What follows belongs to an exercise in optimizing a design on an open flow for small area, a short achievable clock period and few clock cycles per item; a production flow would make more cautious choices.
At most, simulation tests tie the RTL to the original design; equivalence was not proved.
No functional check of the RTL was part of runs 4 to 8.
The clock port is modelled as an ideal driver; clocking choices that lean on that would not hold on a real chip.
Power and IR drop assume default switching activity.

File: design/flow/design.v
`timescale 1ns / 1ps
module Optical_8x8ctrl_top#(
    parameter       P_BAR       =   1'b0,
    parameter       P_CROSS     =   1'b1,
    parameter       P_DSTWIDTH  =   3   ,
    parameter       P_PORTNUM   =   8   ,
    parameter       P_SWITCHNUM =   4
)(
    input                                   i_clk           ,
    input                                   i_rst           ,
    input  [P_DSTWIDTH*P_PORTNUM - 1:0]     i_8x8_req       ,
    input                                   i_8x8_valid     ,
    output [19:0]                           o_grant_8x8     ,
    output                                  o_grant_valid
);
wire [3:1] w_s;
wire [8:0] w_e0;
wire       w_b3;
wire [5:0] w_d1;
reg  [3:1] r_s;      
reg  [8:0] r_e0;     
reg        r_b3;     
reg  [5:0] r_d1;     
reg        r_valid;
benes8_in u_in (
    .i_req (i_8x8_req),
    .o_s   (w_s),
    .o_e0  (w_e0),
    .o_b3  (w_b3),
    .o_d1  (w_d1)
);
benes8_out u_out (
    .i_s     (r_s),
    .i_e0    ({~r_e0[8:3], r_e0[2:0]}),
    .i_b3    (~r_b3),
    .i_d1    ({~r_d1[5:2], r_d1[1:0]}),
    .o_grant (o_grant_8x8)
);
assign o_grant_valid = r_valid;
always @(posedge i_clk) begin
    r_s  <= w_s;
    r_e0 <= {~w_e0[8:3], w_e0[2:0]};
    r_b3 <= ~w_b3;
    r_d1 <= {~w_d1[5:2], w_d1[1:0]};
end
always @(posedge i_clk or posedge i_rst) begin
    if (i_rst) r_valid <= 1'b0;
    else       r_valid <= i_8x8_valid;
end
endmodule
module benes8_in(
    input  [23:0] i_req,
    output [3:1]  o_s,
    output [8:0]  o_e0,
    output        o_b3,
    output [5:0]  o_d1
);
wire [2:0] dst [0:7];
wire [1:0] D   [0:7];
genvar gi;
generate
    for (gi = 0; gi < 8; gi = gi + 1) begin : g_in
        assign dst[gi] = i_req[3*gi +: 3];
        assign D[gi]   = i_req[3*gi+1 +: 2];
    end
endgenerate
wire e02 = D[0] == D[2], e04 = D[0] == D[4], e05 = D[0] == D[5];
wire e13 = D[1] == D[3], e14 = D[1] == D[4], e15 = D[1] == D[5], e17 = D[1] == D[7];
wire e24 = D[2] == D[4], e25 = D[2] == D[5], e27 = D[2] == D[7];
wire e34 = D[3] == D[4], e35 = D[3] == D[5], e37 = D[3] == D[7];
wire e47 = D[4] == D[7], e57 = D[5] == D[7];
wire s1 = e13 | e02 | (e15 & e34) | (e14 & e35) | (e25 & e04) | (e24 & e05);
wire s2_0 = e04 | e15 | e24 | e35;
wire s2_1 = e04 | e15 | e34 | e25;
wire s3_0 = e17 | e37 | (e47 & s2_0) | (e57 & ~s2_0);
wire s3_1 = e17 | e27 | (e47 & s2_1) | (e57 & ~s2_1);
wire s2 = s1 ? s2_1 : s2_0;
wire s3 = s1 ? s3_1 : s3_0;
wire [4:0] pass2 = s2 ? {D[4], dst[5]} : {D[5], dst[4]};
assign o_s     = {s3, s2, s1};
assign o_e0    = {pass2[2:0], s1 ? dst[3] : dst[2], dst[0]};
assign o_d1    = {pass2[4:3], s1 ? D[2] : D[3], D[1]};
assign o_b3    = s3 ? dst[7][0] : dst[6][0];
endmodule
module benes4_route(
    input  [5:0] d,
    output [5:0] g,
    output [3:0] z0, z1, z2, z3
);
genvar i;
generate
    for (i = 0; i < 3; i = i + 1) begin : g_dec
        assign z0[i] = d[2*i +: 2] == 2'd0;
        assign z1[i] = d[2*i +: 2] == 2'd1;
        assign z2[i] = d[2*i +: 2] == 2'd2;
        assign z3[i] = d[2*i +: 2] == 2'd3;
    end
endgenerate
assign z0[3] = ~(z0[0] | z0[1] | z0[2]);
assign z1[3] = ~(z1[0] | z1[1] | z1[2]);
assign z2[3] = ~(z2[0] | z2[1] | z2[2]);
assign z3[3] = ~(z3[0] | z3[1] | z3[2]);
assign g[0] = ~z0[0];
assign g[1] = ~z0[0] & ~z0[1];
assign g[3] = z0[3];
assign g[2] = z0[0] ? d[3] : d[1];
assign g[4] = (d[1] & d[3]) | z1[3];
assign g[5] = d[1] ? d[0] : (d[3] ? d[2] : d[4]);
endmodule
module benes8_out(
    input  [3:1] i_s,
    input  [8:0] i_e0,
    input        i_b3,
    input  [5:0] i_d1,
    output [19:0] o_grant
);
wire [5:0] g0, g1;
wire [3:0] z0, z1, z2, z3;
wire [3:0] y0, y1, y2, y3;
benes4_route u_sub0 (
    .d  ({i_e0[8:7], i_e0[5:4], i_e0[2:1]}),
    .g  (g0), .z0 (z0), .z1 (z1), .z2 (z2), .z3 (z3)
);
benes4_route u_sub1 (
    .d  (i_d1),
    .g  (g1), .z0 (y0), .z1 (y1), .z2 (y2), .z3 (y3)
);
wire [3:0] b = {i_b3, i_e0[6], i_e0[3], i_e0[0]};
wire [3:0] go;
assign go[0] = |(z0 & b);
assign go[1] = |(z1 & b);
assign go[2] = |(z2 & b);
assign go[3] = |(z3 & b);
assign o_grant = {go, i_s, 1'b0, g1, g0};
endmodule
File: design/flow/flow/run.sh
#!/bin/bash
set -euo pipefail
cd "$(dirname "$0")/.."
W=$(pwd)
{ head -n 1 synth_recipe.tcl; cat flow/abc_override.tcl; tail -n +2 synth_recipe.tcl; } > own_synth.tcl
sed "s#SYNTH_SCRIPT=[^ ]*#SYNTH_SCRIPT=$W/own_synth.tcl#" standard.sh > own_standard.sh
grep -q "SYNTH_SCRIPT=$W/own_synth.tcl" own_standard.sh
export OWN_ABC_SCRIPT=$W/flow/abc.script
export BUFFER_PORTS_ARGS="-buffer_cell sky130_fd_sc_hd__buf_2"
export POST_GLOBAL_PLACE_TCL=$W/flow/outbuf.tcl
export POST_CTS_TCL=$W/flow/size.tcl
export CTS_ARGS="-sink_clustering_enable -repair_clock_nets -buf_list {sky130_fd_sc_hd__clkbuf_4} -root_buf sky130_fd_sc_hd__clkbuf_4 -dont_use_dummy_load"
bash own_standard.sh > flow.log 2>&1
File: design/flow/flow/abc.script
&get -n
&st
&dch
&nf
&put
File: design/flow/flow/abc_override.tcl
# Technology mapping with this flow's own ABC script (flow/abc.script) in place
# of ORFS's; everything else in the standard flow's synthesis stays as it is.
proc abc {args} {
  set i [lsearch -exact $args -script]
  if {$i >= 0} { lset args [expr {$i + 1}] $::env(OWN_ABC_SCRIPT) }
  puts "abc_override: abc [join $args]"
  yosys abc {*}$args
}
File: design/flow/flow/outbuf.tcl
# After port buffering and global placement: shrink to the minimum size the
# buffers of the output ports (each drives only its port's load) and of the
# inputs that feed no comparison (the destinations' bit 0, valid and reset).
set small {i_8x8_valid i_rst}
for {set i 0} {$i < 8} {incr i} { lappend small "i_8x8_req\[[expr {3 * $i}]\]" }
foreach inst [[ord::get_db_block] getInsts] {
  set name [$inst getName]
  if {[[$inst getMaster] getName] ne "sky130_fd_sc_hd__buf_2"} { continue }
  set a [$inst findITerm A]
  if {$a eq "NULL" || [$a getNet] eq "NULL"} { continue }
  set in [[$a getNet] getName]
  if {[string match output* $name] || ([string match input* $name] && [lsearch -exact $small $in] >= 0)} {
    puts "outbuf.tcl: $name ($in) -> buf_1"
    replace_cell [get_cells $name] sky130_fd_sc_hd__buf_1
  }
}
File: design/flow/flow/size.tcl
set_propagated_clock [all_clocks]
estimate_parasitics -placement
set ::size_period [expr {[get_property [lindex [all_clocks] 0] period] * 1e-9}]
set ::size_block [ord::get_db_block]
set ::size_tau 0.03
set ::size_endpoints [concat [all_registers -data_pins] [all_outputs]]

proc size_area {} {
  set a 0.0
  foreach inst [$::size_block getInsts] {
    set m [$inst getMaster]
    set n [$m getName]
    if {[string match *tap* $n] || [string match *fill* $n] || [string match *decap* $n]} { continue }
    set a [expr {$a + [$m getWidth] * [$m getHeight]}]
  }
  return $a
}
# The worst setup slack, smoothed (a soft minimum over all endpoints, in ns)
# so that a change is also credited for speeding up paths nearly as slow as
# the slowest.
proc size_soft_slack {} {
  set sl {}
  foreach p $::size_endpoints {
    set v [get_property $p slack_max]
    if {$v ne "INF" && $v < 1e6} { lappend sl $v }
  }
  set m [tcl::mathfunc::min {*}$sl]
  set sum 0.0
  foreach v $sl { set sum [expr {$sum + exp(-($v - $m) / $::size_tau)}] }
  return [expr {$m - $::size_tau * log($sum)}]
}
proc size_cost {} {
  estimate_parasitics -placement
  return [expr {[size_area] * ($::size_period * 1e9 - [size_soft_slack])}]
}
proc size_family {master} {
  if {![regexp {^(sky130_fd_sc_hd__[a-z0-9]+)_([0-9]+)$} $master -> fam drv]} { return {} }
  set out {}
  foreach c [get_lib_cells ${fam}_*] {
    set n [get_name $c]
    if {![regexp "^${fam}_\[0-9\]+\$" $n]} { continue }
    if {[get_property $c dont_use]} { continue }
    lappend out $n
  }
  return $out
}

set cands {}
foreach inst [$::size_block getInsts] {
  set m [[$inst getMaster] getName]
  set name [$inst getName]
  if {[$inst isFixed]} { continue }
  if {[string match *conb* $m] || [string match *tap* $m] || [string match *fill* $m]} { continue }
  if {[string match clkbuf* $name] || [string match clkload* $name]} { continue }
  set fam [size_family $m]
  if {[llength $fam] > 1} { lappend cands [list $name $fam] }
}
set cost [size_cost]
puts "size.tcl: [llength $cands] cells, start cost [format %.4g $cost], ws [format %.3f [expr {[sta::worst_slack_cmd max]*1e9}]]"
for {set pass 0} {$pass < 4} {incr pass} {
  set changed 0
  foreach c $cands {
    lassign $c name fam
    set inst [get_cells $name]
    set cur [get_property $inst ref_name]
    set best $cur
    set bestcost $cost
    foreach alt $fam {
      if {$alt eq $cur} { continue }
      replace_cell $inst $alt
      set k [size_cost]
      if {$k < $bestcost * 0.99999} { set best $alt; set bestcost $k }
    }
    replace_cell $inst $best
    if {$best ne $cur} { incr changed; set cost $bestcost; puts "size.tcl: $name $cur -> $best cost [format %.4g $cost]" }
  }
  puts "size.tcl: pass $pass changed $changed cost [format %.4g $cost] ws [format %.3f [expr {[sta::worst_slack_cmd max]*1e9}]]"
  if {$changed == 0} { break }
}
estimate_parasitics -placement
puts "size.tcl: before dpl ws [format %.3f [expr {[sta::worst_slack_cmd max]*1e9}]]"
detailed_placement
check_placement
estimate_parasitics -placement
puts "size.tcl: final area [expr {[size_area]/1e6}] ws [format %.3f [expr {[sta::worst_slack_cmd max]*1e9}]]"
File: design/flow/standard.sh
#!/bin/bash
# synth_recipe.tcl (not shown) runs the flow's synth.tcl, then flattens the netlist and writes it again
# the make line also repeats each setting of config.mk as NAME=value (left out here)
make -C /OpenROAD-flow-scripts/flow DESIGN_CONFIG=/design/flow/config.mk WORK_HOME=/design/flow/orfs CLKGATE_MAP_FILE= SYNTH_SCRIPT=/design/flow/synth_recipe.tcl "${@:-finish}"
File: design/flow/config.mk
export PLATFORM = sky130hd
export DESIGN_NAME = Optical_8x8ctrl_top
export DESIGN_NICKNAME = Optical_8x8ctrl_top
export VERILOG_FILES = /design/flow/design.v
export SDC_FILE = /design/flow/constraint.sdc
export NUM_CORES = 4
export LEC_CHECK = 0
export CAP_MARGIN = 20
export CORE_AREA = 2 2 64 64
export DIE_AREA = 0 0 66 66
export PLACE_DENSITY = 0.85
export SLEW_MARGIN = 20
File: design/flow/constraint.sdc
create_clock -name core_clock -period 19.0 [get_ports {i_clk}]
set_input_delay 3.8000 -clock core_clock [delete_from_list [all_inputs] [get_ports {i_clk}]]
set_output_delay 3.8000 -clock core_clock [all_outputs]
set_load 0.01 [all_outputs]
==> results of run 1 <==
## per-layer routing
metal	global-route usage (%)	vias up	share of wire (%)
li1	-	571	-
met1	16.93	518	45
met2	22.47	29	50
met3	1.533	2	4.2
met4	5.357	0	0.91
met5	0	-	0
## flip-flops by register name (all words and copies together), names as in the netlist
name,flops
r_d1,6
r_s,3
r_valid,1
r_e0,9
r_b3,1
## area by class of cell
type	instances	area (um^2)	area share [%]
Multi-Input combinational cell	110	775.7	52.68
Sequential cell	20	407.9	27.70
Timing Repair Buffer	43	176.4	11.98
Tap cell	48	60.06	4.078
Inverter	8	30.03	2.039
Clock buffer	3	22.52	1.529
## cells in the mapped netlist
| cell | instances | area (um^2) |
|---|---|---|
| mux2i_1 | 13 | 130.1 |
| mux2_1 | 1 | 11.26 |
| o21bai_1 | 1 | 7.510 |
| xor2_1 | 18 | 157.7 |
| a311oi_1 | 2 | 17.52 |
| or4_1 | 2 | 15.01 |
| clkinv_1 | 8 | 30.03 |
| xnor2_1 | 12 | 105.1 |
| a21boi_0 | 1 | 7.510 |
| dfrtp_1 | 1 | 25.02 |
| buf_4 | 1 | 7.510 |
| nor2b_1 | 1 | 6.260 |
| o22ai_1 | 5 | 31.28 |
| nand2b_1 | 4 | 25.02 |
| a32oi_1 | 1 | 8.760 |
| a21oi_1 | 5 | 25.02 |
| a31oi_1 | 1 | 6.260 |
| o21ai_0 | 7 | 35.03 |
| nor2_1 | 11 | 41.29 |
| o221ai_1 | 2 | 17.52 |
| nand2_1 | 11 | 41.29 |
| o211ai_1 | 3 | 22.52 |
| nor3_1 | 4 | 20.02 |
| dfxtp_1 | 19 | 380.4 |
| conb_1 | 1 | 3.750 |
| nand3b_1 | 1 | 7.510 |
| nand3_1 | 3 | 15.01 |
## worst max-delay path by stage
stage	start	endpoint	slack, ps	cells past startpoint
3_3_place_gp	i_8x8_req[17]	r_d1[4]	13090	7
6_report	i_8x8_req[17]	r_e0[8]	13790	7
2_1_floorplan	i_8x8_req[17]	r_d1[4]	13670	6
3_5_place_dp	i_8x8_req[16]	r_d1[5]	13040	7
5_1_grt	i_8x8_req[10]	r_e0[8]	13680	7
## placed cells by master (no fill, tap or decap), types with 5 or more instances in the layout
cell      netlist  layout
clkinv_1        8       8
xor2_1         18      18
dfxtp_1        19      17
mux2i_1        13      12
buf_1           0      33
xnor2_1        12      12
o22ai_1         5       5
buf_2           0       9
nand2_1        11      11
nor2_1         11      11
a21oi_1         5       5
## per-stage QoR
step / power (uW) / setup slack (ps) / util (%)
after detailed placement: 101.3 / 13040 / 38.84
after global routing: 130.2 / 13680 / 39.93
after floorplan: 85.00 / 13670 / -
after global placement: 102.5 / 13090 / 39.82
final: 120.8 / 13790 / 39.93
## logic make-up after synthesis
| kind of cell | after synthesis | synth area share [%] |
|---|---|---|
| xor gates and xnor gates | 30 | 21.87 |
| buffers and inverters | 9 | 3.125 |
| and+or+nand+nor | 37 | 14.27 |
| muxes | 14 | 11.77 |
| AOI/OAI and AO/OA | 28 | 14.90 |
| other | 1 | 0.3122 |
| DFF | 20 | 33.75 |
## power groups by stage
stage          Combinational [uW]  Clock [uW]  Sequential [uW]
2_1_floorplan                30.0           0             55.0
3_5_place_dp                 45.7           0             55.6
6_report                     47.4        18.6             54.8
5_1_grt                      52.6        21.7             55.9
3_3_place_gp                 47.0           0             55.6
==> out/results.tsv, run 1 <==
stage	metric	value	unit
final_layout	FILL cells	409	
pwr	pwr/cell area	82.04	nW/um^2
synth	post-synthesis cell count	139	
pwr	Clock power frac	15.4	%
pwr	net load switching power	43.78	uW
pwr	Worst VDD drop	22.63	uV
die	Initial Utilization	32.56	%
detailed_routing	WL final	2748	um
critical_path	Crit-path slowest cell	mux2i_4	
critical_path	Worst path top cell family by delay	multiplexers	
die	Top Ports	48	
pwr	internal power	77.03	uW
pwr	combinational power share	39.2	%
critical_path	crit path kind	in2reg	
detailed_routing	DR vias/cell	4.828	
die	die area	4356	um^2
synth	Synth cell types	27	
critical_path	critical path's largest stage delay	420	ps
detailed_routing	routed via count	1120	
synth	Post-Syn Nets	166	
die	floorplan core area	3689	um^2
synth	Syn Std Cell Area	1201	um^2
synth	post-synthesis register bit count	20	
critical_path	Setup crit start kind	input pin	
final_layout	Layout area overhead	22.60	%
critical_path	CP arrival	5420	ps
detailed_routing	routed len/inst	11.84	um
grt	vias in the first global route	1017	
detailed_routing	drc violations	0	
grt	All-Layer GR Usage	13.21	%
timing	setup_tns	0	ps
detailed_routing	drt initial violations	53	
final_layout	Antenna diodes	0	
die	die height	66	um
die	cell row count	22	
placement	PortBufs	43	
timing	unrepaired setup endpoints after global routing	no	
pwr	leakage power	0.0005896	uW
synth	sequential element share of the synthesized area	33.75	%
flow_run	max-cap viol count	0	
placement	Cell Area, Placed	1433	um^2
timing	Tmin final	5213	ps
hold_path	HP Class	in2async	
timing	# setup viols final	0	
critical_path	worst-path fanout max	8	
timing	Hold Vio Cnt, Final	0	
grt	initial antenna violation count	0	
final_layout	fin cells	232	
synth	Mean Syn Cell Area	8.641	um^2
detailed_routing	Detail Route Antenna Nets	0	
clock_network	TritonCTS clock tree	done	
placement	Detailed Place HPWL	2159	um
timing	fin. max-slew vios	0	
grt	first-pass GRT wire length	4464	um
pwr	switch share	36.24	%
grt	total grt overflow	0	
timing	crit share post-route	27.44	%
die	Die Span X	66	um
final_layout	final instance area	1473	um^2
pwr	Reg power frac	45.4	%
critical_path	Crit. End Element	flip-flop	
grt	largest net degree at the start of global routing	12	
detailed_routing	1st-pass router iterations	4	
critical_path	Critical Path, Cell by Cell	buf_2 -> xor2_1 -> nor2_1 -> a32oi_1 -> nand3_2 -> mux2i_4 -> mux2i_1	
outcome	status	no timing/DRC/antenna violations	
timing	upper clock frequency limit	0.1918	GHz
clock_network	CTS Sinks	20	
placement	cell total after placement	229	
synth	Ys Warns	2	
final_layout	NumNets Final	213	
critical_path	CP required	19210	ps
critical_path	Buf+Inv Stages, Crit Path	1	
timing	Hold Slack	3282	ps
clock_network	clock slew at reported path FFs	110	ps
final_layout	layout cells sized above 1	9.783	%
Testbench counts, summed over its fixed seeds: cycles 2,048, items 2,048.
==> inputs of run 2 (changes only) <==
--- a/design/flow/config.mk
+++ b/design/flow/config.mk
@@ -10,3 +10,3 @@
 export DIE_AREA = 0 0 66 66
-export PLACE_DENSITY = 0.85
+export GPL_TIMING_DRIVEN = 0
 export SLEW_MARGIN = 20
==> run 2 against run 1 <==
Against the previous run: clock-buffer cell count is the same; total power is 0.27% lower; sequential share of layout area about the same; final cell count is 0.43% higher; clock power is essentially flat; utilization up 0.068 points; global-route usage up 0.098 points; critical path depth did not move; worst setup slack better by 16 ps; wire length fell by 0.73%; worst hold slack improved by 1.4 ps.
==> out/results.tsv, run 2 <==
stage	metric	value	unit
outcome	status	no timing/DRC/antenna violations	
grt	initial antenna violation count	0	
grt	total grt overflow	0	
die	Top Ports	48	
synth	Synth top area share	31.67	%
detailed_routing	routed len/inst	11.71	um
pwr	Reg power frac	45.5	%
clock_network	TritonCTS clock tree	done	
synth	Ys Warns	2	
timing	# setup viols final	0	
final_layout	most frequent cells in the layout	buf_1 (33), xor2_1 (18), dfxtp_1 (17), xnor2_1 (12), mux2i_1 (12)	
timing	Hold Vio Cnt, Final	0	
detailed_routing	Detail Route Antenna Nets	0	
critical_path	Crit. End Element	flip-flop	
synth	Compound-Gate Fraction of Synth Area	14.90	%
detailed_routing	drc violations	0	
synth	simple-gate area share of the yosys netlist	14.27	%
final_layout	top flop regs	r_e0: 9 flops, r_d1: 6 flops, r_s: 3 flops	
grt	All-Layer GR Usage	13.31	%
die	Die Span X	66	um
final_layout	Largest Register	r_e0	
timing	setup_tns	0	ps
synth	Synth Area in XOR/XNOR	21.87	%
grt	first-pass GRT wire length	4554	um
final_layout	NumNets Final	214	
die	die area	4356	um^2
synth	sequential element share of the synthesized area	33.75	%
detailed_routing	drt initial violations	60	
synth	mux cell area share after synthesis	11.77	%
die	Initial Utilization	32.56	%
final_layout	Core Util, Final	39.99	%
critical_path	Worst path top cell family by delay	multiplexers	
pwr	net load switching power	43.32	uW
pwr	Clock power frac	15.2	%
final_layout	FILL cells	415	
detailed_routing	1st-pass router iterations	4	
synth	Mean Syn Cell Area	8.641	um^2
clock_network	clock slew at reported path FFs	110	ps
hold_path	HP Class	in2async	
synth	Post-Syn Nets	166	
synth	post-synthesis register bit count	20	
pwr	Power Total	120.5	uW
grt	vias in the first global route	996	
timing	unrepaired setup endpoints after global routing	no	
synth	area leader, netlist	dfxtp_1	
final_layout	layout cells sized above 1	10.27	%
final_layout	commonest non-fill, non-tap cell in the layout	buf_1	
synth	post-synthesis cell count	139	
critical_path	Setup crit start kind	input pin	
critical_path	CP arrival	5400	ps
critical_path	Critical Path, Cell by Cell	buf_2 -> xor2_1 -> nor2_1 -> a32oi_1 -> nand3_2 -> mux2i_4 -> mux2i_1	
pwr	leakage power	0.0005933	uW
synth	largest family of logic cells by synthesized area	XOR/XNOR gates	
synth	synth top area cells	dfxtp_1 (32%), xor2_1 (13%), mux2i_1 (11%)	
synth	Commonest cells post-synth	dfxtp_1 (19), xor2_1 (18), mux2i_1 (13)	
detailed_routing	DR vias/cell	4.760	
timing	upper clock frequency limit	0.1924	GHz
final_layout	Layout area overhead	22.81	%
die	floorplan core area	3689	um^2
synth	Synth Area in Adders	0	%
synth	most common cell in the synthesized netlist	dfxtp_1	
placement	cell total after placement	230	
clock_network	CTS Sinks	20	
placement	PortBufs	43	
timing	crit share post-route	27.35	%
die	die height	66	um
pwr	pwr/cell area	81.68	nW/um^2
synth	Top FF cell, synth	dfxtp_1	
detailed_routing	WL final	2728	um
synth	Syn Std Cell Area	1201	um^2
synth	Synth cell types	27	
critical_path	CP required	19200	ps
pwr	internal power	77.17	uW
timing	Tmin final	5197	ps
flow_run	max-cap viol count	0	
timing	fin. max-slew vios	0	
pwr	combinational power share	39.3	%
synth	EDFF count, synth	0	
final_layout	max FFs per register	9	
detailed_routing	routed via count	1109	
final_layout	fin cells	233	
critical_path	Crit-path slowest cell	mux2i_4	
die	cell row count	22	
detailed_routing	met3 WL post-DR	134	um
critical_path	Buf+Inv Stages, Crit Path	1	
grt	largest net degree at the start of global routing	13	
pwr	Worst VDD drop	18.59	uV
critical_path	critical path's largest stage delay	400	ps
critical_path	crit path kind	in2reg	
critical_path	worst-path fanout max	8	
pwr	switch share	35.96	%
detailed_routing	max layer used	met4	
final_layout	Antenna diodes	0	
detailed_routing	wire length on met2	1258	um
detailed_routing	M1 WL	1306	um
synth	Async SR Flop Fraction	5.000	%
-- run 2: routing by layer --
layer	vias up	GRT usage [%]
li1	576	-
met3	2	0.6814
met2	30	20.71
met5	-	0
met4	0	6.378
met1	501	18.77
-- run 2: cell families (layout without fill, tap and decap cells) --
group,count (synthesis),in the layout
xor+xnor,30,30
simple gates,37,37
buf+inv,9,55
other cells,1,1
mux,14,14
flops,20,20
compound gates,28,28
-- run 2: how the worst max path moves through the flow --
| stage | start | cells after the start | endpoint | slack, ps |
|---|---|---|---|---|
| final | i_8x8_req[17] | 7 | r_e0[7] | 13800 |
| after global routing | r_e0[1] | 5 | o_grant_8x8[16] | 13650 |
| after detailed placement | i_8x8_req[17] | 7 | r_e0[6] | 13090 |
| after global placement | i_8x8_req[17] | 7 | r_e0[6] | 13050 |
| after floorplan | i_8x8_req[17] | 6 | r_d1[4] | 13670 |
-- run 2: metrics by stage --
stage | hold slack (ps) | cell area (um^2) | setup WS (ps)
finish | 3284 | 1475 | 13800
global placement | 3631 | 1476 | 13050
global route | 3254 | 1475 | 13650
detailed placement | 3613 | 1440 | 13090
floorplan | 3523 | 1201 | 13670
-- run 2: cell type report --
type / instances / area (um^2) / area share (%)
inverter: 8 / 30.03 / 2.036
buffer: 1 / 3.754 / 0.2545
sequential: 20 / 407.9 / 27.65
multi-input combinational: 110 / 775.7 / 52.59
tap: 48 / 60.06 / 4.071
timing repair buffer: 43 / 175.2 / 11.87
clock buffer: 3 / 22.52 / 1.527
-- run 2: power groups by stage --
stage	Sequential (uW)	Combinational, uW	Clock (uW)
2_1_floorplan	55.0	30.0	0
6_report	54.8	47.3	18.3
3_3_place_gp	55.8	47.7	0
5_1_grt	56.2	52.7	21.9
3_5_place_dp	55.6	45.7	0
==> inputs of run 3 (changes only) <==
--- a/design/flow/config.mk
+++ b/design/flow/config.mk
@@ -10,3 +10,2 @@
 export DIE_AREA = 0 0 66 66
-export GPL_TIMING_DRIVEN = 0
 export SLEW_MARGIN = 20
==> run 3 against run 2 <==
Against the previous run: utilization down 0.10 points; total power up 0.24%; clock power up 3%; cell area down 0.25%; critical endpoint is now o_grant_8x8[17].
==> out/results.tsv, run 3 <==
stage	metric	value	unit
critical_path	Setup crit start kind	flip-flop	
detailed_routing	DR vias/cell	4.716	
final_layout	Core Util, Final	39.89	%
synth	Ys Warns	2	
grt	vias in the first global route	967	
grt	total grt overflow	0	
clock_network	CTS Sinks	20	
critical_path	Critical Path, Cell by Cell	nand2b_1 -> nor2_1 -> a311oi_1 -> o21ai_1 -> buf_1	
timing	unrepaired setup endpoints after global routing	no	
critical_path	critical path's largest stage delay	420	ps
detailed_routing	1st-pass router iterations	4	
die	floorplan core area	3689	um^2
detailed_routing	WL final	2719	um
final_layout	Largest Register	r_e0	
grt	All-Layer GR Usage	13.24	%
pwr	pwr/cell area	82.08	nW/um^2
critical_path	Crit. End Element	output pin	
synth	Top FF cell, synth	dfxtp_1	
synth	Commonest cells post-synth	dfxtp_1 (19), xor2_1 (18), mux2i_1 (13)	
critical_path	crit path kind	reg2out	
grt	first-pass GRT wire length	4450	um
final_layout	most frequent cells in the layout	buf_1 (32), xor2_1 (18), dfxtp_1 (17), xnor2_1 (12), mux2i_1 (12)	
timing	upper clock frequency limit	0.1926	GHz
pwr	leakage power	0.0005921	uW
final_layout	top flop regs	r_e0: 9 flops, r_d1: 6 flops, r_s: 3 flops	
die	die area	4356	um^2
pwr	Worst VDD drop	22.30	uV
synth	Synth cell types	27	
pwr	switch share	36.13	%
final_layout	commonest non-fill, non-tap cell in the layout	buf_1	
die	Top Ports	48	
placement	Cell Area, Placed	1433	um^2
die	cell row count	22	
outcome	status	no timing/DRC/antenna violations	
clock_network	TritonCTS clock tree	done	
detailed_routing	drt initial violations	49	
critical_path	Buf+Inv Stages, Crit Path	1	
final_layout	final instance area	1471	um^2
final_layout	Antenna diodes	0	
timing	# setup viols final	0	
pwr	combinational power share	38.9	%
flow_run	max-cap viol count	0	
placement	cell total after placement	229	
final_layout	NumNets Final	213	
detailed_routing	drc violations	0	
final_layout	max FFs per register	9	
final_layout	fin cells	232	
pwr	internal power	77.14	uW
synth	synth top area cells	dfxtp_1 (32%), xor2_1 (13%), mux2i_1 (11%)	
placement	PortBufs	43	
final_layout	Layout area overhead	22.50	%
critical_path	Worst path top cell family by delay	flip-flops	
synth	Async SR Flop Fraction	5.000	%
pwr	Clock power frac	15.6	%
die	Initial Utilization	32.56	%
clock_network	clock slew at reported path FFs	110	ps
synth	post-synthesis cell count	139	
pwr	net load switching power	43.63	uW
timing	Hold Vio Cnt, Final	0	
grt	largest net degree at the start of global routing	13	
timing	setup_tns	0	ps
timing	Tmin final	5193	ps
critical_path	worst-path fanout max	6	
synth	EDFF count, synth	0	
final_layout	layout cells sized above 1	10.33	%
detailed_routing	routed len/inst	11.72	um
pwr	Reg power frac	45.4	%
timing	crit share post-route	27.33	%
synth	Syn Std Cell Area	1201	um^2
synth	area leader, netlist	dfxtp_1	
synth	most common cell in the synthesized netlist	dfxtp_1	
timing	Hold Slack	3277	ps
die	die height	66	um
die	Die Span X	66	um
synth	post-synthesis register bit count	20	
timing	fin. max-slew vios	0	
detailed_routing	routed via count	1094	
synth	Synth top area share	31.67	%
detailed_routing	Detail Route Antenna Nets	0	
critical_path	CP arrival	1390	ps
critical_path	Crit-path slowest cell	dfxtp_1	
final_layout	FILL cells	387	
grt	initial antenna violation count	0	
placement	Detailed Place HPWL	2124	um
synth	Post-Syn Nets	166	
hold_path	HP Class	in2async	
critical_path	CP required	15200	ps
synth	Mean Syn Cell Area	8.641	um^2
synth	sequential element share of the synthesized area	33.75	%
==> run 3: through the flow <==
stage | worst slack (ps) | total power (uW)
floorplan | 13670 | 85.00
global route | 13650 | 131.9
global placement | 13050 | 103.3
finish | 13810 | 120.8
detailed placement | 13110 | 101.1
==> run 3: cell families after synthesis <==
group	Yosys count	share of synthesized area, %
flops	20	33.75
compound gates	28	14.90
buf+inv	9	3.125
xor+xnor	30	21.87
other cells	1	0.3122
simple gates	37	14.27
mux	14	11.77
==> run 3: how the worst max path moves through the flow <==
stage / end / depth (start not counted) / from
floorplan: r_d1[4] / 6 / i_8x8_req[17]
global placement: r_e0[6] / 7 / i_8x8_req[17]
detailed placement: r_d1[5] / 7 / i_8x8_req[16]
global route: o_grant_8x8[16] / 5 / r_e0[1]
finish: o_grant_8x8[17] / 5 / r_e0[4]
==> run 3: layer usage <==
metal	GRT usage, %	part of all wire, %
met5	0	0
met4	6.122	1.6
met3	1.874	5.8
met2	20.71	46
met1	17.94	47
==> run 3: power groups by stage <==
| stage | Clock, uW | Combinational (uW) | Sequential, uW |
|---|---|---|---|
| 3_3_place_gp | 0 | 47.6 | 55.8 |
| 5_1_grt | 22.9 | 53.0 | 56.1 |
| 3_5_place_dp | 0 | 45.4 | 55.7 |
| 2_1_floorplan | 0 | 30.0 | 55.0 |
| 6_report | 18.9 | 47.0 | 54.9 |
==> run 3: area by class of cell <==
cell class	count	area, um^2	share of cell area, %
Multi-Input combinational cell	110	775.7	52.72
Timing Repair Buffer	43	175.2	11.90
Inverter	8	30.03	2.041
Clock buffer	3	22.52	1.531
Tap cell	48	60.06	4.082
Sequential cell	20	407.9	27.72
==> inputs of run 4 (changes only) <==
--- a/design/flow/design.v
+++ b/design/flow/design.v
@@ -78,3 +78,5 @@
 wire s3 = s1 ? s3_1 : s3_0;
-wire [4:0] pass2 = s2 ? {D[4], dst[5]} : {D[5], dst[4]};
+wire [4:0] pass2_0 = s2_0 ? {D[4], dst[5]} : {D[5], dst[4]};
+wire [4:0] pass2_1 = s2_1 ? {D[4], dst[5]} : {D[5], dst[4]};
+wire [4:0] pass2   = s1 ? pass2_1 : pass2_0;
 assign o_s     = {s3, s2, s1};
==> run 4 against run 3 <==
Against the previous run: die area unchanged; highest routed layer unchanged; synthesized cell count grew 10%; global-route usage increased by 0.47 points; critical path type is now in2reg; flip-flop and latch count unchanged; maximum frequency fell by 0.97%; worst setup slack got worse by 51 ps; still clean; total power rose by 7.0%; cell area is 7.1% higher.
==> out/results.tsv, run 4 <==
stage	metric	value	unit
final_layout	Antenna diodes	0	
detailed_routing	1st-pass router iterations	4	
pwr	Power Total	129.3	uW
critical_path	crit path kind	in2reg	
final_layout	FILL cells	420	
critical_path	Crit-path slowest cell	nor3_2	
die	die area	4356	um^2
synth	Top FF cell, synth	dfxtp_1	
critical_path	Setup crit start kind	input pin	
final_layout	NumNets Final	227	
timing	unrepaired setup endpoints after global routing	no	
grt	initial antenna violation count	0	
grt	first-pass GRT wire length	4581	um
synth	Post-Syn Nets	180	
die	Die Span X	66	um
timing	setup_tns	0	ps
synth	post-synthesis cell count	153	
placement	PortBufs	43	
detailed_routing	drc violations	0	
critical_path	Crit. End Element	flip-flop	
synth	Ys Warns	2	
final_layout	most frequent cells in the layout	buf_1 (31), xor2_1 (18), dfxtp_1 (18), nand2_1 (16), mux2i_1 (13)	
final_layout	top flop regs	r_e0: 9 flops, r_d1: 6 flops, r_s: 3 flops	
timing	crit share post-route	27.60	%
grt	All-Layer GR Usage	13.71	%
synth	EDFF count, synth	0	
grt	total grt overflow	0	
timing	Tmin final	5244	ps
grt	vias in the first global route	1007	
pwr	Worst VDD drop	29.32	uV
timing	Final WS setup	13760	ps
flow_run	max-cap viol count	0	
synth	most common cell in the synthesized netlist	dfxtp_1	
clock_network	CTS Sinks	20	
die	Top Ports	48	
synth	area leader, netlist	dfxtp_1	
die	floorplan core area	3689	um^2
synth	post-synthesis register bit count	20	
final_layout	layout cells sized above 1	12.63	%
critical_path	CP arrival	5430	ps
hold_path	HP Class	in2async	
final_layout	commonest non-fill, non-tap cell in the layout	buf_1	
critical_path	critical path's largest stage delay	430	ps
timing	slew of the pin with the lowest slew margin	496.5	ps
final_layout	Largest Register	r_e0	
pwr	leakage power	0.0006201	uW
placement	Detailed Place HPWL	2264	um
timing	# setup viols final	0	
critical_path	worst-path fanout max	9	
die	cell row count	22	
synth	synth top area cells	dfxtp_1 (29%), xor2_1 (12%), mux2i_1 (10%)	
final_layout	Core Util, Final	42.71	%
synth	Syn Std Cell Area	1299	um^2
clock_network	clock slew at reported path FFs	100	ps
die	die height	66	um
pwr	pwr/cell area	82.07	nW/um^2
detailed_routing	routed len/inst	11.99	um
synth	Synth cell types	27	
synth	sequential element share of the synthesized area	31.21	%
detailed_routing	WL final	2950	um
synth	Synth top area share	29.29	%
timing	Slew headroom	66.72	%
placement	Place WS	12890	ps
final_layout	Layout area overhead	21.29	%
detailed_routing	routed via count	1220	
critical_path	Critical Path, Cell by Cell	buf_2 -> xor2_1 -> o22ai_1 -> nor3_2 -> o211ai_1 -> mux2_2 -> mux2i_1	
clock_network	TritonCTS clock tree	done	
detailed_routing	DR vias/cell	4.959	
detailed_routing	drt initial violations	73	
die	Initial Utilization	35.21	%
synth	Commonest cells post-synth	dfxtp_1 (19), xor2_1 (18), nand2_1 (16)	
timing	upper clock frequency limit	0.1907	GHz
synth	Mean Syn Cell Area	8.489	um^2
critical_path	CP required	19190	ps
timing	Hold Vio Cnt, Final	0	
outcome	status	no timing/DRC/antenna violations	
timing	fin. max-slew vios	0	
final_layout	max FFs per register	9	
synth	Async SR Flop Fraction	5.000	%
grt	largest net degree at the start of global routing	19	
detailed_routing	Detail Route Antenna Nets	0	
[run 4: cell types whose count changed after synthesis]
cell,before,now
mux2_1,1,6
nand2_1,11,16
o21ai_0,7,11
a311oi_1,2,1
a31oi_1,1,2
nor2_1,11,10
o221ai_1,2,3
[run 4: cell families (layout without fill, tap and decap cells)]
group                     after synthesis  in the layout  share of synthesized area, %
and+or+nand+nor                        41             41                         14.35
other                                   1              1                        0.2887
DFF                                    20             20                         31.21
buffers and inverters                   9             54                         2.890
AOI/OAI and AO/OA                      33             33                         15.80
muxes                                  19             19                         15.22
xor gates and xnor gates               30             30                         20.23
[run 4: power by group]
| part | leakage [uW] | switching [uW] | internal [uW] |
|---|---|---|---|
| combinational | 0.000434 | 30.1 | 24.1 |
| sequential | 0.000172 | 7.25 | 49.6 |
| clock | 0.0000138 | 10.9 | 7.36 |
| total | 0.000620 | 48.2 | 81.0 |
[run 4: path summary, 6_finish.rpt]
check                      slack (ps)      end     startpoint  cells past startpoint
worst min-delay path             3310  r_valid          i_rst                      2
min in group core_clock          3600  r_e0[0]   i_8x8_req[0]                      1
max in group asynchronous       15610  r_valid          i_rst                      2
worst max-delay path            13760     r_b3  i_8x8_req[17]                      7
[run 4: layer usage]
metal | up-vias | wire [um] | global-route usage, %
met5 | - | 0 | 0
met4 | 0 | 27 | 6.122
met1 | 544 | 1512 | 19.17
met3 | 2 | 165 | 2.044
li1 | 635 | - | -
met2 | 39 | 1244 | 20.71
[run 4: stage by stage]
step                hold WS (ps)  std cells  cell area [um^2]
finish                      3309        246              1575
global route                3293        246              1575
detailed placement          3609        243              1530
global placement            3631        243              1567
floorplan                   3523        153              1299
[run 4: critical path, delay by kind of cell]
family / cells / cell delay (ps)
AO/OA/AOI/OAI: 2 / 370
XOR/XNOR: 1 / 200
buffers and inverters: 1 / 210
multiplexers: 2 / 430
AND/OR/NAND/NOR: 1 / 430
[run 4: final cells by class]
cell class / instances / area (um^2) / share of cell area [%]
clock buffers: 3 / 22.52 / 1.430
inverters: 8 / 30.03 / 1.906
repair buffers: 43 / 178.9 / 11.36
flip-flops and latches: 20 / 406.6 / 25.81
well taps: 48 / 60.06 / 3.813
multi-input cells: 124 / 877.1 / 55.68
==> inputs of run 5 (changes only) <==
--- a/design/flow/design.v
+++ b/design/flow/design.v
@@ -71,3 +71,3 @@
 wire e47 = D[4] == D[7], e57 = D[5] == D[7];
-wire s1 = e13 | e02 | (e15 & e34) | (e14 & e35) | (e25 & e04) | (e24 & e05);
+wire s1 = e13 | e02 | ((e14 | e15) & (e34 | e35)) | ((e04 | e05) & (e24 | e25));
 wire s2_0 = e04 | e15 | e24 | e35;
@@ -78,5 +78,3 @@
 wire s3 = s1 ? s3_1 : s3_0;
-wire [4:0] pass2_0 = s2_0 ? {D[4], dst[5]} : {D[5], dst[4]};
-wire [4:0] pass2_1 = s2_1 ? {D[4], dst[5]} : {D[5], dst[4]};
-wire [4:0] pass2   = s1 ? pass2_1 : pass2_0;
+wire [4:0] pass2 = s2 ? {D[4], dst[5]} : {D[5], dst[4]};
 assign o_s     = {s3, s2, s1};
==> run 5 against run 4 <==
Against the previous run: still clean; global-route usage shrank 1.1 points; clock power up 2%; critical path depth unchanged; synthesized cell count fell by 9.8%; worst setup slack better by 28 ps; final cell count decreased by 6.1%; maximum frequency rose by 0.55%; sequential power down 3%; utilization shrank 3.0 points; synthesized area fell by 7.7%; first-iteration DRC count is 27% lower; critical endpoint is now r_e0[7]; highest routed layer unchanged.
==> out/results.tsv, run 5 <==
stage	metric	value	unit
synth	sequential element share of the synthesized area	33.82	%
synth	post-synthesis register bit count	20	
grt	first-pass GRT wire length	4264	um
final_layout	most frequent cells in the layout	buf_1 (33), xor2_1 (18), dfxtp_1 (17), xnor2_1 (12), mux2i_1 (12)	
synth	Mean Syn Cell Area	8.686	um^2
timing	unrepaired setup endpoints after global routing	no	
final_layout	Layout area overhead	22.34	%
timing	# setup viols final	0	
clock_network	TritonCTS clock tree	done	
clock_network	clock slew at reported path FFs	110	ps
critical_path	worst-path fanout max	8	
grt	initial antenna violation count	0	
timing	Hold Slack	3279	ps
grt	total grt overflow	0	
final_layout	max FFs per register	9	
critical_path	Critical Path, Cell by Cell	buf_1 -> xor2_1 -> o22ai_1 -> o21ai_1 -> nand3_4 -> mux2i_2 -> mux2i_1	
final_layout	FILL cells	414	
synth	Ys Warns	2	
pwr	Worst VDD drop	25.23	uV
synth	Synth top area share	31.73	%
final_layout	NumNets Final	212	
placement	Cell Area, Placed	1430	um^2
placement	Place WS	13080	ps
detailed_routing	routed via count	1135	
synth	EDFF count, synth	0	
final_layout	Largest Register	r_e0	
timing	setup_tns	0	ps
critical_path	Worst path top cell family by delay	multiplexers	
synth	Top FF cell, synth	dfxtp_1	
outcome	status	no timing/DRC/antenna violations	
final_layout	final instance area	1466	um^2
die	die area	4356	um^2
critical_path	critical path's largest stage delay	500	ps
die	Die Span X	66	um
die	Top Ports	48	
placement	PortBufs	43	
detailed_routing	Detail Route Antenna Nets	0	
timing	slew of the pin with the lowest slew margin	517.8	ps
die	die height	66	um
timing	Final WS setup	13780	ps
critical_path	Crit. End Element	flip-flop	
grt	All-Layer GR Usage	12.61	%
final_layout	FF/Latch Area	407.9	um^2
detailed_routing	WL final	2742	um
critical_path	crit path kind	in2reg	
synth	Synth cell types	26	
synth	Commonest cells post-synth	dfxtp_1 (19), xor2_1 (18), mux2i_1 (13)	
pwr	leakage power	0.0005897	uW
synth	area leader, netlist	dfxtp_1	
detailed_routing	drc violations	0	
timing	Hold Vio Cnt, Final	0	
timing	crit share post-route	27.45	%
hold_path	HP Class	in2async	
synth	post-synthesis cell count	138	
detailed_routing	1st-pass router iterations	4	
detailed_routing	drt initial violations	53	
timing	upper clock frequency limit	0.1917	GHz
synth	most common cell in the synthesized netlist	dfxtp_1	
synth	Syn Std Cell Area	1199	um^2
placement	Detailed Place HPWL	2141	um
detailed_routing	routed len/inst	11.87	um
final_layout	commonest non-fill, non-tap cell in the layout	buf_1	
detailed_routing	DR vias/cell	4.913	
critical_path	CP arrival	5430	ps
final_layout	top flop regs	r_e0: 9 flops, r_d1: 6 flops, r_s: 3 flops	
grt	vias in the first global route	946	
critical_path	CP required	19210	ps
critical_path	Buf+Inv Stages, Crit Path	1	
timing	fin. max-slew vios	0	
critical_path	Setup crit start kind	input pin	
timing	Tmin final	5216	ps
die	Initial Utilization	32.50	%
pwr	pwr/cell area	82.76	nW/um^2
synth	Post-Syn Nets	165	
die	cell row count	22	
synth	Async SR Flop Fraction	5.000	%
flow_run	max-cap viol count	0	
final_layout	layout cells sized above 1	9.836	%
critical_path	Crit-path slowest cell	mux2i_2	
final_layout	Antenna diodes	0	
timing	Slew headroom	64.80	%
final_layout	area of the multi-input gates	772.0	um^2
clock_network	CTS Sinks	20	
synth	synth top area cells	dfxtp_1 (32%), xor2_1 (13%), mux2i_1 (11%)	
die	floorplan core area	3689	um^2
grt	largest net degree at the start of global routing	13	
==> run 5: cell count changes after synthesis, moves of 2 or more <==
cell / previous run / this run
o21ai_0: 11 / 9
a31oi_1: 2 / 0
nand2_1: 16 / 10
mux2_1: 6 / 1
==> run 5: metrics by stage <==
stage | total power (uW) | instances | utilization, %
after global routing | 130.1 | 231 | 39.76
after detailed placement | 102.1 | 228 | 38.77
after global placement | 104.2 | 228 | 39.76
after floorplan | 85.70 | 138 | -
final | 121.4 | 231 | 39.76
==> run 5: final timing paths <==
kind / slack (ps) / end / cells after the start / from
min in group core_clock: 3600 / r_valid / 1 / i_8x8_valid
hold / removal: 3280 / r_valid / 2 / i_rst
setup / recovery: 13780 / r_e0[7] / 7 / i_8x8_req[2]
max in group asynchronous: 15640 / r_valid / 2 / i_rst
==> run 5: final cells by class <==
class                      count  area share (%)
timing repair buffer          43           11.86
inverter                       8           2.048
multi-input combinational    109           52.64
clock buffer                   3           1.536
sequential                    20           27.82
tap                           48           4.096
==> run 5: kinds of logic after synthesis <==
kind of cell,Yosys count,share of synthesized area (%)
xor+xnor,30,21.92
other cells,1,0.3129
mux,14,11.79
flops,20,33.82
simple gates,34,13.36
compound gates,30,15.66
buf+inv,9,3.132
==> run 5: report_power, final <==
| part | total, uW | switching, uW | internal, uW |
|---|---|---|---|
| registers | 55.2 | 6.29 | 48.9 |
| logic | 47.5 | 26.4 | 21.1 |
| clock network | 18.7 | 11.3 | 7.37 |
| total | 121 | 44.1 | 77.3 |
==> run 5: per-layer routing <==
metal	vias to the layer above	routed length, um	global-route usage [%]
li1	573	-	-
met3	4	178	0.5111
met4	0	54	6.888
met5	-	0	0
met2	46	1241	19.95
met1	512	1268	17.22
==> inputs of run 6 (changes only) <==
--- a/design/flow/design.v
+++ b/design/flow/design.v
@@ -33,5 +33,5 @@
     .i_s     (r_s),
-    .i_e0    ({~r_e0[8:3], r_e0[2:0]}),
+    .i_e0    (~r_e0),
     .i_b3    (~r_b3),
-    .i_d1    ({~r_d1[5:2], r_d1[1:0]}),
+    .i_d1    (~r_d1),
     .o_grant (o_grant_8x8)
@@ -41,5 +41,5 @@
     r_s  <= w_s;
-    r_e0 <= {~w_e0[8:3], w_e0[2:0]};
+    r_e0 <= ~w_e0;
     r_b3 <= ~w_b3;
-    r_d1 <= {~w_d1[5:2], w_d1[1:0]};
+    r_d1 <= ~w_d1;
 end
@@ -71,3 +71,3 @@
 wire e47 = D[4] == D[7], e57 = D[5] == D[7];
-wire s1 = e13 | e02 | ((e14 | e15) & (e34 | e35)) | ((e04 | e05) & (e24 | e25));
+wire s1 = e13 | e02 | (e15 & e34) | (e14 & e35) | (e25 & e04) | (e24 & e05);
 wire s2_0 = e04 | e15 | e24 | e35;
==> run 6 against run 5 <==
Against the previous run: still clean on timing, DRC and antenna; die area is the same; global-route usage increased by 1.1 points; worst hold slack better by 43 ps; cell area down 0.51%; critical path type is now reg2out; critical endpoint is now o_grant_8x8[19].
==> out/results.tsv, run 6 <==
stage	metric	value	unit
placement	Detailed Place HPWL	2127	um
flow_run	max-cap viol count	0	
detailed_routing	WL final	2737	um
die	Die Span X	66	um
timing	upper clock frequency limit	0.1872	GHz
synth	Post-Syn Nets	167	
final_layout	Core Util, Final	39.55	%
synth	Mean Syn Cell Area	8.642	um^2
die	Top Ports	48	
timing	Tmin final	5342	ps
synth	area leader, netlist	dfxtp_1	
grt	All-Layer GR Usage	13.68	%
grt	first-pass GRT wire length	4629	um
pwr	combinational power share	38.3	%
detailed_routing	Detail Route Antenna Nets	0	
clock_network	clock slew at reported path FFs	110	ps
pwr	Worst VDD drop	20.85	uV
synth	most common cell in the synthesized netlist	xor2_1	
pwr	net load switching power	42.05	uW
critical_path	CP arrival	1540	ps
grt	vias in the first global route	1034	
critical_path	crit path kind	reg2out	
detailed_routing	routed via count	1119	
timing	fin. max-slew vios	0	
pwr	Power Total	118.2	uW
synth	post-synthesis register bit count	20	
grt	total grt overflow	0	
final_layout	Largest Register	r_e0	
final_layout	layout cells sized above 1	5.946	%
synth	Async SR Flop Fraction	5.000	%
synth	post-synthesis cell count	140	
detailed_routing	drc violations	0	
final_layout	most frequent cells in the layout	buf_1 (39), xor2_1 (22), dfxtp_1 (17), mux2i_1 (12)	
detailed_routing	DR vias/cell	4.803	
die	floorplan core area	3689	um^2
synth	EDFF count, synth	0	
final_layout	commonest non-fill, non-tap cell in the layout	buf_1	
pwr	Clock power frac	15.2	%
timing	unrepaired setup endpoints after global routing	no	
detailed_routing	routed len/inst	11.75	um
critical_path	Crit. End Element	output pin	
final_layout	Layout area overhead	20.58	%
pwr	internal power	76.10	uW
die	cell row count	22	
critical_path	CP required	15200	ps
final_layout	NumNets Final	214	
final_layout	max FFs per register	9	
timing	Hold Vio Cnt, Final	0	
synth	Synth top area share	31.44	%
synth	sequential element share of the synthesized area	33.51	%
pwr	Reg power frac	46.5	%
synth	Synth cell types	32	
placement	PortBufs	43	
timing	# setup viols final	0	
synth	Top FF cell, synth	dfxtp_1	
synth	Commonest cells post-synth	xor2_1 (22), dfxtp_1 (19), mux2i_1 (12)	
outcome	status	no timing/DRC/antenna violations	
timing	crit share post-route	28.11	%
clock_network	TritonCTS clock tree	done	
synth	Syn Std Cell Area	1210	um^2
pwr	pwr/cell area	80.99	nW/um^2
timing	setup_tns	0	ps
detailed_routing	1st-pass router iterations	4	
die	die height	66	um
die	die area	4356	um^2
pwr	leakage power	0.0005865	uW
synth	synth top area cells	dfxtp_1 (31%), xor2_1 (16%), mux2i_1 (9.9%)	
synth	Ys Warns	2	
critical_path	CP Launch Point	r_e0[2]	
die	Initial Utilization	32.80	%
critical_path	Setup crit start kind	flip-flop	
critical_path	worst-path fanout max	9	
hold_path	HP Class	in2async	
grt	initial antenna violation count	0	
pwr	switch share	35.59	%
final_layout	top flop regs	r_e0: 9 flops, r_d1: 6 flops, r_s: 3 flops	
final_layout	Antenna diodes	0	
grt	largest net degree at the start of global routing	13	
detailed_routing	drt initial violations	74	
clock_network	CTS Sinks	20	
==> run 6: cells by family (layout without fill, tap and decap cells) <==
logic type      count (synthesis)  after routing  synth area share (%)
compound gates                 26             26                 13.75
xor+xnor                       30             30                 21.72
buf+inv                        10             55                 3.413
flops                          20             20                 33.50
mux                            13             13                 10.86
other cells                     1              1                0.3099
simple gates                   40             40                 16.44
==> run 6: power by group through the flow <==
stage                     clock [uW]  combinational [uW]  sequential, uW
final                           17.9                45.3            54.9
after global routing            21.8                51.1            56.0
after detailed placement           0                45.5            55.7
after global placement             0                47.3            55.8
after floorplan                    0                30.1            55.0
==> run 6: metrics by stage <==
step           cells  setup slack [ps]  hold slack (ps)  cell area [um^2]
2_1_floorplan    140             13760             3523              1210
3_3_place_gp     230             13270             3629              1478
3_5_place_dp     230             13290             3613              1441
5_1_grt          233             13550             3303              1459
6_report         233             13660             3322              1459
==> run 6: path summary, 6_finish.rpt <==
kind	endpoint	slack, ps	depth (start not counted)
min	r_valid	3320	2
min in group core_clock	r_valid	3630	1
max	o_grant_8x8[19]	13660	4
max in group asynchronous	r_valid	15600	2
==> run 6: worst max-delay path: stages, from the launching register on <==
cell and delay, ps:
dfxtp_2 380, o22ai_1 140, nor3_1 60, or4_1 530, buf_1 140
==> run 6: cell type report <==
type | instances | area, um^2
Timing Repair Buffer | 43 | 166.4
Sequential cell | 20 | 407.9
Inverter | 9 | 33.78
Multi-Input combinational cell | 110 | 768.2
Fill cell | 409 | 2230
Tap cell | 48 | 60.06
Clock buffer | 3 | 22.52
==> run 6: routing by layer <==
metal,GRT usage [%],share of wire (%),up-vias,wire length [um]
met3,1.874,5.1,4,139
met5,0,0,-,0
met4,6.888,1.6,0,44
met1,19.00,51,500,1395
met2,20.58,42,39,1158
li1,-,-,576,-
==> inputs of run 7 (changes only) <==
--- a/design/flow/design.v
+++ b/design/flow/design.v
@@ -33,5 +33,5 @@
     .i_s     (r_s),
-    .i_e0    (~r_e0),
+    .i_e0    ({~r_e0[8:3], r_e0[2:0]}),
     .i_b3    (~r_b3),
-    .i_d1    (~r_d1),
+    .i_d1    ({~r_d1[5:2], r_d1[1:0]}),
     .o_grant (o_grant_8x8)
@@ -41,5 +41,5 @@
     r_s  <= w_s;
-    r_e0 <= ~w_e0;
+    r_e0 <= {~w_e0[8:3], w_e0[2:0]};
     r_b3 <= ~w_b3;
-    r_d1 <= ~w_d1;
+    r_d1 <= {~w_d1[5:2], w_d1[1:0]};
 end
@@ -72,8 +72,4 @@
 wire s1 = e13 | e02 | (e15 & e34) | (e14 & e35) | (e25 & e04) | (e24 & e05);
-wire s2_0 = e04 | e15 | e24 | e35;
-wire s2_1 = e04 | e15 | e34 | e25;
-wire s3_0 = e17 | e37 | (e47 & s2_0) | (e57 & ~s2_0);
-wire s3_1 = e17 | e27 | (e47 & s2_1) | (e57 & ~s2_1);
-wire s2 = s1 ? s2_1 : s2_0;
-wire s3 = s1 ? s3_1 : s3_0;
+wire s2 = e04 | e15 | ((e24 | e35) & ~s1) | ((e34 | e25) & s1);
+wire s3 = e17 | (e27 & s1) | (e37 & ~s1) | (e47 & s2) | (e57 & ~s2);
 wire [4:0] pass2 = s2 ? {D[4], dst[5]} : {D[5], dst[4]};
==> run 7 against run 6 <==
Against the previous run: still clean; die area did not move; clock power rose by 4%; worst setup slack improved by 73 ps; worst hold slack got worse by 48 ps; non-clock buffer count did not move; highest routed layer unchanged.
==> out/results.tsv, run 7 <==
stage	metric	value	unit
final_layout	FILL cells	415	
timing	setup_tns	0	ps
final_layout	Antenna diodes	0	
critical_path	CP arrival	5470	ps
pwr	switch share	35.81	%
synth	Synth top area share	31.60	%
timing	Hold Slack	3274	ps
grt	vias in the first global route	984	
synth	post-synthesis register bit count	20	
timing	Tmin final	5268	ps
synth	simple-gate area share of the yosys netlist	14.45	%
final_layout	most frequent cells in the layout	buf_1 (32), xnor2_1 (24), dfxtp_1 (17), nand2_1 (13), mux2i_1 (12)	
grt	first-pass GRT wire length	4719	um
pwr	leakage power	0.0005637	uW
placement	Detailed Place HPWL	2186	um
die	floorplan core area	3689	um^2
pwr	Worst VDD drop	20.75	uV
final_layout	layout cells sized above 1	10.38	%
timing	fin. max-slew vios	0	
grt	All-Layer GR Usage	14.09	%
synth	Mean Syn Cell Area	8.722	um^2
die	Die Span X	66	um
synth	Post-Syn Nets	165	
timing	upper clock frequency limit	0.1898	GHz
synth	Synth Area in Adders	0	%
grt	total grt overflow	0	
synth	Synth Area in XOR/XNOR	21.83	%
synth	post-synthesis cell count	138	
synth	Syn Std Cell Area	1204	um^2
detailed_routing	DR vias/cell	4.935	
grt	initial antenna violation count	0	
pwr	Reg power frac	45.8	%
final_layout	NumNets Final	212	
synth	mux cell area share after synthesis	9.979	%
detailed_routing	routed len/inst	12.19	um
die	Initial Utilization	32.63	%
die	cell row count	22	
pwr	net load switching power	42.54	uW
final_layout	max FFs per register	9	
synth	Commonest cells post-synth	xnor2_1 (24), dfxtp_1 (19), nand2_1 (14)	
synth	Synth cell types	32	
timing	# setup viols final	0	
critical_path	worst-path fanout max	7	
flow_run	max-cap viol count	0	
timing	crit share post-route	27.73	%
final_layout	top flop regs	r_e0: 9 flops, r_d1: 6 flops, r_s: 3 flops	
placement	PortBufs	43	
detailed_routing	Detail Route Antenna Nets	0	
die	die area	4356	um^2
hold_path	HP Class	in2async	
detailed_routing	drt initial violations	71	
detailed_routing	routed via count	1140	
grt	largest net degree at the start of global routing	13	
synth	sequential element share of the synthesized area	33.68	%
synth	Top FF cell, synth	dfxtp_1	
detailed_routing	1st-pass router iterations	4	
pwr	pwr/cell area	81.29	nW/um^2
critical_path	CP required	19210	ps
critical_path	crit path kind	in2reg	
clock_network	clock slew at reported path FFs	120	ps
final_layout	Largest Register	r_e0	
pwr	Clock power frac	15.8	%
synth	Compound-Gate Fraction of Synth Area	16.32	%
final_layout	commonest non-fill, non-tap cell in the layout	buf_1	
pwr	internal power	76.25	uW
clock_network	CTS Sinks	20	
synth	Async SR Flop Fraction	5.000	%
synth	synth top area cells	dfxtp_1 (32%), xnor2_1 (17%), mux2i_1 (10%)	
synth	Ys Warns	2	
timing	Hold Vio Cnt, Final	0	
outcome	status	no timing/DRC/antenna violations	
critical_path	Setup crit start kind	input pin	
die	Top Ports	48	
synth	area leader, netlist	dfxtp_1	
detailed_routing	WL final	2817	um
critical_path	Crit. End Element	flip-flop	
synth	EDFF count, synth	0	
pwr	combinational power share	38.4	%
final_layout	Layout area overhead	21.41	%
synth	most common cell in the synthesized netlist	xnor2_1	
detailed_routing	drc violations	0	
die	die height	66	um
clock_network	TritonCTS clock tree	done	
timing	unrepaired setup endpoints after global routing	no	
synth	largest family of logic cells by synthesized area	XOR/XNOR gates	
-- run 7: logic make-up (layout without fill, tap and decap cells) --
kind of cell / Yosys count / after routing
simple gates: 35 / 35
compound gates: 30 / 30
xor+xnor: 30 / 30
flops: 20 / 20
mux: 12 / 12
buf+inv: 10 / 55
other cells: 1 / 1
-- run 7: layer usage --
layer  global-route usage (%)  share of wire [%]  up-vias
met3                    1.704                6.6        5
li1                         -                  -      581
met4                    7.143                1.9        0
met2                    20.83                 42       43
met1                    20.00                 49      511
met5                        0                  0        -
-- run 7: how the worst max path moves through the flow --
| stage | from | end | cells past startpoint |
|---|---|---|---|
| detailed placement | i_8x8_req[13] | r_b3 | 8 |
| finish | i_8x8_req[10] | r_b3 | 8 |
| global route | i_8x8_req[2] | r_b3 | 8 |
| global placement | i_8x8_req[13] | r_b3 | 8 |
| floorplan | i_8x8_req[13] | r_b3 | 7 |
-- run 7: power groups by stage --
stage | sequential, uW | clock, uW | combinational [uW]
6_report | 54.4 | 18.7 | 45.6
5_1_grt | 55.7 | 22.3 | 51.0
3_5_place_dp | 55.3 | 0 | 45.4
3_3_place_gp | 55.3 | 0 | 47.3
2_1_floorplan | 54.5 | 0 | 30.1
-- run 7: final cells by class --
class | count | area, um^2 | area share, %
sequential | 20 | 407.9 | 27.91
inverter | 9 | 35.03 | 2.397
clock buffer | 3 | 22.52 | 1.541
timing repair buffer | 43 | 175.2 | 11.99
tap | 48 | 60.06 | 4.110
multi-input combinational | 108 | 760.7 | 52.05
-- run 7: critical path, cell delays in order --
cell and delay (ps):
buf_2 160, xnor2_1 140, a22oi_1 260, and4_1 270, nand2_2 160, o311ai_1 330
a211o_1 180, mux2i_1 180
-- run 7: through the flow --
| stage | total power (uW) | utilization (%) | std cells | setup WS [ps] | area, um^2 |
|---|---|---|---|---|---|
| finish | 118.8 | 39.62 | 231 | 13730 | 1461 |
| global route | 128.9 | 39.62 | 231 | 13610 | 1461 |
| detailed placement | 100.7 | 38.91 | 228 | 13270 | 1435 |
| global placement | 102.6 | 39.89 | 228 | 13260 | 1471 |
| floorplan | 84.58 | - | 138 | 13690 | 1204 |
==> inputs of run 8 (changes only) <==
--- a/design/flow/design.v
+++ b/design/flow/design.v
@@ -72,4 +72,8 @@
 wire s1 = e13 | e02 | (e15 & e34) | (e14 & e35) | (e25 & e04) | (e24 & e05);
-wire s2 = e04 | e15 | ((e24 | e35) & ~s1) | ((e34 | e25) & s1);
-wire s3 = e17 | (e27 & s1) | (e37 & ~s1) | (e47 & s2) | (e57 & ~s2);
+wire s2_0 = e04 | e15 | e24 | e35;
+wire s2_1 = e04 | e15 | e34 | e25;
+wire s3_0 = e17 | e37 | (e47 & s2_0) | (e57 & ~s2_0);
+wire s3_1 = e17 | e27 | (e47 & s2_1) | (e57 & ~s2_1);
+wire s2 = s1 ? s2_1 : s2_0;
+wire s3 = s1 ? s3_1 : s3_0;
 wire [4:0] pass2 = s2 ? {D[4], dst[5]} : {D[5], dst[4]};
@@ -123,8 +127,8 @@
 );
-wire [3:0] b = {i_b3, i_e0[6], i_e0[3], i_e0[0]};
+wire [2:0] c = {i_e0[6], i_e0[3], i_e0[0]} ^ {3{i_b3}};
 wire [3:0] go;
-assign go[0] = |(z0 & b);
-assign go[1] = |(z1 & b);
-assign go[2] = |(z2 & b);
-assign go[3] = |(z3 & b);
+assign go[0] = i_b3 ^ |(z0[2:0] & c);
+assign go[1] = i_b3 ^ |(z1[2:0] & c);
+assign go[2] = i_b3 ^ |(z2[2:0] & c);
+assign go[3] = i_b3 ^ |(z3[2:0] & c);
 assign o_grant = {go, i_s, 1'b0, g1, g0};
==> run 8 against run 7 <==
Against the previous run: still clean; synthesized area up 1.7%; utilization increased by 0.58 points; clock-buffer cell count stayed put; wire length shrank 6.7%; non-clock buffer count is the same; worst setup slack lost 170 ps; clock power is essentially flat; die area is the same; worst hold slack gained 7.9 ps; sequential share of layout area shrank 0.32 points.
==> out/results.tsv, run 8 <==
stage	metric	value	unit
timing	unrepaired setup endpoints after global routing	no	
critical_path	Crit. End Element	output pin	
detailed_routing	routed via count	1104	
hold_path	HP Class	in2async	
grt	first-pass GRT wire length	4298	um
die	Die Span X	66	um
clock_network	clock slew at reported path FFs	110	ps
flow_run	max-cap viol count	0	
detailed_routing	drt initial violations	62	
critical_path	Setup crit start kind	flip-flop	
synth	most common cell in the synthesized netlist	xor2_1	
die	die area	4356	um^2
die	Top Ports	48	
synth	post-synthesis cell count	139	
synth	Top FF cell, synth	dfxtp_1	
pwr	internal power	80.87	uW
synth	post-synthesis register bit count	20	
timing	Slew headroom	65.71	%
synth	Syn Std Cell Area	1224	um^2
critical_path	CP arrival	1640	ps
clock_network	CTS Sinks	20	
final_layout	Core Util, Final	40.20	%
detailed_routing	Detail Route Antenna Nets	0	
critical_path	crit path kind	reg2out	
pwr	Clock power frac	14.5	%
synth	Ys Warns	2	
synth	sequential element share of the synthesized area	33.13	%
grt	total grt overflow	0	
timing	crit share post-route	28.61	%
die	Initial Utilization	33.18	%
critical_path	CP required	15200	ps
final_layout	commonest non-fill, non-tap cell in the layout	buf_1	
detailed_routing	drc violations	0	
detailed_routing	DR vias/cell	4.759	
synth	Synth top area share	31.08	%
placement	PortBufs	43	
final_layout	layout cells sized above 1	8.152	%
outcome	status	no timing/DRC/antenna violations	
detailed_routing	1st-pass router iterations	4	
grt	All-Layer GR Usage	12.87	%
synth	Post-Syn Nets	166	
detailed_routing	WL final	2629	um
synth	EDFF count, synth	0	
synth	Commonest cells post-synth	xor2_1 (22), dfxtp_1 (19), xnor2_1 (16)	
timing	setup_tns	0	ps
grt	largest net degree at the start of global routing	12	
detailed_routing	routed len/inst	11.33	um
final_layout	FILL cells	429	
die	floorplan core area	3689	um^2
synth	synth top area cells	dfxtp_1 (31%), xor2_1 (16%), xnor2_1 (11%)	
synth	Async SR Flop Fraction	5.000	%
pwr	Worst VDD drop	22.91	uV
pwr	net load switching power	48.39	uW
pwr	pwr/cell area	87.18	nW/um^2
final_layout	NumNets Final	213	
timing	slew of the pin with the lowest slew margin	504.4	ps
pwr	switch share	37.44	%
final_layout	most frequent cells in the layout	buf_1 (35), xor2_1 (22), dfxtp_1 (18), xnor2_1 (16), mux2i_1 (12)	
die	cell row count	22	
grt	vias in the first global route	971	
timing	Hold Vio Cnt, Final	0	
pwr	leakage power	0.0005862	uW
final_layout	top flop regs	r_e0: 9 flops, r_d1: 6 flops, r_s: 3 flops	
timing	# setup viols final	0	
final_layout	Largest Register	r_e0	
timing	Tmin final	5435	ps
critical_path	worst-path fanout max	8	
timing	upper clock frequency limit	0.1840	GHz
pwr	Reg power frac	42.5	%
final_layout	area of the multi-input gates	785.8	um^2
final_layout	max FFs per register	9	
die	die height	66	um
final_layout	Layout area overhead	21.17	%
final_layout	Antenna diodes	0	
synth	Synth cell types	27	
timing	fin. max-slew vios	0	
grt	initial antenna violation count	0	
pwr	combinational power share	43.0	%
placement	Detailed Place HPWL	2121	um
clock_network	TritonCTS clock tree	done	
synth	area leader, netlist	dfxtp_1	
synth	Mean Syn Cell Area	8.803	um^2
final_layout	FF/Latch Area	409.1	um^2
==> run 8: changes by cell type in the layout (fill, tap and decap cells not counted), moves of 4 or more <==
cell / before / now
nand2b_1: 4 / 0
xnor2_1: 24 / 16
xor2_1: 6 / 22
nor2_1: 3 / 10
nand4_1: 4 / 0
==> run 8: cell type report <==
| type | instances | area share [%] |
|---|---|---|
| multi-input cells | 109 | 53.00 |
| flip-flops and latches | 20 | 27.59 |
| repair buffers | 43 | 11.56 |
| well taps | 48 | 4.051 |
| clock buffers | 3 | 1.519 |
| inverters | 9 | 2.278 |
==> run 8: stage by stage <==
stage               setup WS [ps]  hold WS (ps)  power (uW)  instance area (um^2)  cells
floorplan                   13670          3523       92.54                  1224    139
global placement            13000          3630       113.1                  1491    229
detailed placement          13010          3611       110.8                  1455    229
global route                13420          3275       139.5                  1483    232
finish                      13560          3282       129.3                  1483    232
==> run 8: worst max-delay path by stage <==
| stage | cells after the start | slack, ps | end | start |
|---|---|---|---|---|
| after floorplan | 6 | 13670 | r_d1[4] | i_8x8_req[17] |
| after global placement | 7 | 13000 | r_e0[6] | i_8x8_req[17] |
| after detailed placement | 7 | 13010 | r_e0[7] | i_8x8_req[17] |
| after global routing | 5 | 13420 | o_grant_8x8[17] | r_b3 |
| final | 5 | 13560 | o_grant_8x8[18] | r_b3 |
==> run 8: metal layers <==
metal	GRT usage [%]	vias to the layer above	routed length, um
met5	0	-	0
met1	16.41	500	1234
met2	21.72	28	1244
met3	1.193	2	116
li1	-	574	-
met4	6.122	0	34
==> run 8: cells by family (layout without fill, tap and decap cells) <==
logic type | count (synthesis) | after routing | synth area share (%)
flops | 20 | 20 | 33.13
other cells | 1 | 1 | 0.3065
buf+inv | 10 | 55 | 3.374
mux | 14 | 14 | 11.55
xor+xnor | 38 | 38 | 27.20
compound gates | 26 | 26 | 13.50
simple gates | 30 | 30 | 10.94
==> run 8: power groups by stage <==
stage | Combinational (uW) | Clock [uW] | Sequential, uW
global route | 61.5 | 21.8 | 56.2
global placement | 57.4 | 0 | 55.8
detailed placement | 55.0 | 0 | 55.9
finish | 55.6 | 18.7 | 55.0
floorplan | 36.9 | 0 | 55.6
==> run 8: critical path: stages, from the launching register on <==
cell	delay, ps
dfxtp_4	390
xnor2_1	340
o32ai_1	170
a21oi_1	160
xor2_1	150
buf_2	140

what the ideal ports hide:
In the flow no input, the clock included, has a driving cell. The finished layouts below were timed again as built, in two steps.
Step 1 sets driving cells, clkbuf_16 on the clock port and buf_2 on the other inputs (assumed; they add their load-dependent delay and slew).
Step 2 times the ports against the registers' clock, not the clock port: input delays grow and output delays shrink by t, the midpoint of the rising clock arrivals with the driver on.
Slacks: ideal / step 1 / step 2; pairs: ideal / step 1.
run	t, ns	setup WS [ns]
run 1	0.305	13.787 / 13.790 / 13.485
run 2	0.304	13.804 / 13.806 / 13.501
run 3	0.314	13.807 / 13.783 / 13.532
run 4	0.304	13.756 / 13.752 / 13.452
run 5	0.311	13.784 / 13.784 / 13.473
run 6	0.303	13.658 / 13.634 / 13.387
run 7	0.309	13.731 / 13.733 / 13.423
run 8	0.306	13.565 / 13.541 / 13.289
After both steps setup and hold are still met in every run listed.
